From an optimization exercise on the open Yosys and OpenROAD flow, aimed at small area and a short achievable clock period; shortcuts taken in it are not production practice.
Function was checked by simulation only, so behaviour that the tests miss may differ from the original.
Power figures rest on the tool's default switching activity, not on a simulated workload.

## try-violet
// reduce_prime2r
module reduce_prime2r(
    input               clk,rst_n,
    input [69:0]        c,
    output reg [24:0]   res
    );
  wire n1;
  wire n2;
  wire n3;
  wire n4;
  wire n5;
  wire n6;
  wire n7;
  wire n8;
  wire n9;
  wire n10;
  wire n11;
  wire n12;
  wire n13;
  wire n14;
  wire n15;
  wire n16;
  wire n17;
  wire n18;
  wire n19;
  wire n20;
  wire n21;
  wire n22;
  wire n23;
  wire n24;
  wire n25;
  wire n26;
  wire n27;
  wire n28;
  wire n29;
  wire n30;
  wire n31;
  wire n32;
  wire n33;
  wire n34;
  wire n35;
  wire n36;
  wire n37;
  wire n38;
  wire n39;
  wire n40;
  wire n41;
  wire n42;
  wire n43;
  wire n44;
  wire n45;
  wire n46;
  wire n47;
  wire n48;
  wire n49;
  wire n50;
  wire n51;
  wire n52;
  wire n53;
  wire n54;
  wire n55;
  wire n56;
  wire n57;
  wire n58;
  wire n59;
  wire n60;
  wire n61;
  wire n62;
  wire n63;
  wire n64;
  wire n65;
  wire n66;
  wire n67;
  wire n68;
  wire n69;
  wire n70;
  wire n71;
  wire n72;
  wire n73;
  wire n74;
  wire n75;
  wire n76;
  wire n77;
  wire n78;
  wire n79;
  wire n80;
  wire n81;
  wire n82;
  wire n83;
  wire n84;
  wire n85;
  wire n86;
  wire n87;
  wire n88;
  wire n89;
  wire n90;
  wire n91;
  wire n92;
  wire n93;
  wire n94;
  wire n95;
  wire n96;
  wire n97;
  wire n98;
  wire n99;
  wire n100;
  wire n101;
  wire n102;
  wire n103;
  wire n104;
  wire n105;
  wire n106;
  wire n107;
  wire n108;
  wire n109;
  wire n110;
  wire n111;
  wire n112;
  wire n113;
  wire n114;
  wire n115;
  wire n116;
  wire n117;
  wire n118;
  wire n119;
  wire n120;
  wire n121;
  wire n122;
  wire n123;
  wire n124;
  wire n125;
  wire n126;
  wire n127;
  wire n128;
  wire n129;
  wire n130;
  wire n131;
  wire n132;
  wire n133;
  wire n134;
  wire n135;
  wire n136;
  wire n137;
  wire n138;
  wire n139;
  wire n140;
  wire n141;
  wire n142;
  wire n143;
  wire n144;
  wire n145;
  wire n146;
  wire n147;
  wire n148;
  wire n149;
  wire n150;
  wire n151;
  wire n152;
  wire n153;
  wire n154;
  wire n155;
  wire n156;
  wire n157;
  wire n158;
  wire n159;
  wire n160;
  wire n161;
  ...
Size in the first run: about 97 I/O pins, roughly 0.0050 mm^2 of cells after synthesis.
Settings: LEC_CHECK=0, CAP_MARGIN=20, CORE_MARGIN=2, CORE_UTILIZATION=60, CTS_BUF_LIST=sky130_fd_sc_hd__clkbuf_4 sky130_fd_sc_hd__clkbuf_8, PLACE_DENSITY=0.75, SETUP_SLACK_MARGIN=2.6, SLEW_MARGIN=20, SYNTH_HIERARCHICAL=1; clock period 5.3 ns.
standard.sh (not shown) runs the stock make flow with config.mk's settings and CLKGATE_MAP_FILE= SYNTH_SCRIPT=/design/flow/synth_recipe.tcl, a recipe that flattens the netlist after the stock synthesis.
==> flow/flow/run.sh <==
#!/bin/bash
set -euo pipefail
export BUFFER_PORTS_ARGS="-buffer_cell sky130_fd_sc_hd__buf_1"
bash standard.sh > standard_flow.log 2>&1
Per the final summary, try-violet finished and its layout is clean on timing, DRC and antenna.
Relative to try-violet, the following input files were edited for try-fjord:
Settings: SETUP_SLACK_MARGIN changed from 2.6 to 2.7.
--- outcome ---
- try-fjord: via count is 0.78% lower than what try-violet reported.
- The synthesis-to-layout area growth on try-violet is in line with that on try-fjord.
- Summary of try-fjord over try-violet: final instance area closely matched the old numbers; placed standard-cell area essentially unchanged; final total power fell by 1.8%; final clock skew rose 3.1 ps.
- On try-fjord: clock buffer count in the final layout is 1 lower than what try-violet gave.
- The combined global-route utilization of all metal layers of try-fjord and that of try-violet are within noise of each other.
- The final reports for try-fjord and try-violet show met1 usage higher in the former.
- try-fjord vs try-violet: share of power burned in combinational logic up in try-fjord

========
reduce_prime2r again, from the RTL that the note above started with.
Design reduce_prime2r, start of the top module:
module reduce_prime2r(
    input               clk,rst_n,
    input [69:0]        c,
    output reg [24:0]   res
    );
  wire n1;
  wire n2;
  wire n3;
  wire n4;
  wire n5;
  wire n6;
  wire n7;
  wire n8;
  wire n9;
  wire n10;
  wire n11;
  wire n12;
  wire n13;
  wire n14;
  wire n15;
  wire n16;
  wire n17;
  wire n18;
  wire n19;
  wire n20;
  wire n21;
  wire n22;
  wire n23;
  wire n24;
  wire n25;
  wire n26;
  wire n27;
  wire n28;
  wire n29;
  wire n30;
  wire n31;
  wire n32;
  wire n33;
  wire n34;
  wire n35;
  wire n36;
  wire n37;
  wire n38;
  wire n39;
  wire n40;
  wire n41;
  wire n42;
  wire n43;
  wire n44;
  wire n45;
  wire n46;
  wire n47;
  wire n48;
  wire n49;
  wire n50;
  wire n51;
  wire n52;
  wire n53;
  wire n54;
  wire n55;
  wire n56;
  wire n57;
  wire n58;
  wire n59;
  wire n60;
  wire n61;
  wire n62;
  wire n63;
  wire n64;
  wire n65;
  wire n66;
  wire n67;
  wire n68;
  wire n69;
  wire n70;
  wire n71;
  wire n72;
  wire n73;
  wire n74;
  wire n75;
  wire n76;
  wire n77;
  wire n78;
  wire n79;
  wire n80;
  wire n81;
  wire n82;
  wire n83;
  wire n84;
  wire n85;
  wire n86;
  wire n87;
  wire n88;
  wire n89;
  wire n90;
  wire n91;
  wire n92;
  wire n93;
  wire n94;
  wire n95;
  wire n96;
  wire n97;
  wire n98;
  wire n99;
  wire n100;
  wire n101;
  wire n102;
  wire n103;
  wire n104;
  wire n105;
  wire n106;
  wire n107;
  wire n108;
  wire n109;
  wire n110;
  wire n111;
  wire n112;
  wire n113;
  wire n114;
  wire n115;
  wire n116;
  wire n117;
  wire n118;
  wire n119;
  wire n120;
  wire n121;
  wire n122;
  wire n123;
  wire n124;
  wire n125;
  wire n126;
  wire n127;
  wire n128;
  wire n129;
  wire n130;
  wire n131;
  wire n132;
  wire n133;
  wire n134;
  wire n135;
  wire n136;
  ...
export LEC_CHECK = 0
export ABC_CLOCK_PERIOD_IN_PS = 2000
export CAP_MARGIN = 20
export CORE_MARGIN = 2
export CORE_UTILIZATION = 60
export CTS_BUF_LIST = sky130_fd_sc_hd__clkbuf_4 sky130_fd_sc_hd__clkbuf_8
export PLACE_DENSITY = 0.75
export SETUP_SLACK_MARGIN = 2.8
export SLEW_MARGIN = 20
export SYNTH_HIERARCHICAL = 1
create_clock -name core_clock -period 5.3 [get_ports {clk}]
Scripts as last shown in full above: flow/flow/run.sh
Next try:
- ABC_CLOCK_PERIOD_IN_PS: 2000 -> 1200
Wire length stays the same.
Fmax is unchanged.
Total power is unchanged.
Sequential share of layout area stays the same.
Worst hold slack stays the same.
Register-to-register slack barely changes.
Count of clock-buffer cells in the layout is unchanged.

========
## old
reduce_prime2r, a different RTL version from the one above (not shown whole).
Size: roughly 4900 um^2 of cells after synthesis.
==> flow/design.v (excerpt) <==
module reduce_prime2r(
    input               clk,rst_n,
    input [69:0]        c,
    output reg [24:0]   res
    );
==> flow/config.mk <==
export PLATFORM = sky130hd
export DESIGN_NAME = reduce_prime2r
export DESIGN_NICKNAME = reduce_prime2r
export VERILOG_FILES = /design/flow/design.v
export SDC_FILE = /design/flow/constraint.sdc
export NUM_CORES = 4
export LEC_CHECK = 0
export CAP_MARGIN = 20
export CORE_MARGIN = 2
export CORE_UTILIZATION = 60
export CTS_BUF_LIST = sky130_fd_sc_hd__clkbuf_4 sky130_fd_sc_hd__clkbuf_8
export PLACE_DENSITY = 0.75
export SETUP_SLACK_MARGIN = 2.5
export SLEW_MARGIN = 20
export SYNTH_HIERARCHICAL = 1
==> flow/constraint.sdc <==
create_clock -name core_clock -period 5.3 [get_ports {clk}]
set_input_delay 1.0600 -clock core_clock [delete_from_list [all_inputs] [get_ports {clk}]]
set_output_delay 1.0600 -clock core_clock [all_outputs]
set_load 0.01 [all_outputs]
Scripts as last shown in full above: flow/flow/run.sh
Setup changes, old to new
- changing SETUP_SLACK_MARGIN from 2.5 to 2.7
- setting TNS_END_PERCENT to 30 for the first time
### Flow results
Looking at first-iteration DRC count, new sits below old. new vs old: final cell count up in new. Of the two values seen for end point of the critical path, rb[22] was produced by old and rb[12] by new. The peak ir drop on the vdd network of new is higher than that of old. On combined global-route utilization of all metal layers: new sits above old. Every stage of the flow completed for new, and the final layout passed the timing, DRC and antenna checks. Going from old to new, the clock-buffer cell count was found to have gone down by 1.

-- what the ideal ports hide --
How much do the figures lean on ideal ports? The routed layouts below were timed once more, with nothing changed but the port constraints.
Step 1 (the two cells are an assumption about what drives the block):
set clk [get_ports {clk}]
set_driving_cell -lib_cell sky130_fd_sc_hd__clkbuf_16 $clk
set_driving_cell -lib_cell sky130_fd_sc_hd__buf_2 [delete_from_list [all_inputs] $clk]
Step 2 times the ports against the registers' clock, not the clock port: input delays grow and output delays shrink by t, the midpoint of the rising clock arrivals with the driver on.
Three values: ideal ports, drivers, drivers and shift; two values: the first two.
run | t (ns) | slack for setup (ns) | worst setup path at the end | worst register clock-pin slew, ns | cell pins on the clock port's net
try-violet | 0.374 | 2.642 / 2.650 / 2.275 | input to register | 0.09 / 0.09 | 1
try-fjord | 0.370 | 2.710 / 2.722 / 2.352 | input to register | 0.09 / 0.09 | 1
the first run of note 2 | 0.370 | 2.796 / 2.801 / 2.430 | input to register | 0.08 / 0.08 | 1
the second run of note 2 | 0.370 | 2.796 / 2.801 / 2.430 | input to register | 0.08 / 0.08 | 1
old | 0.377 | 2.591 / 2.603 / 2.226 | input to register | 0.09 / 0.09 | 1
new | 0.373 | 2.625 / 2.632 / 2.259 | input to register | 0.09 / 0.09 | 1
After both steps every run listed still meets setup and hold. For try-violet, which loses most, drivers alone change the setup slack by +0.008 ns; drivers and shift together by -0.367 ns.
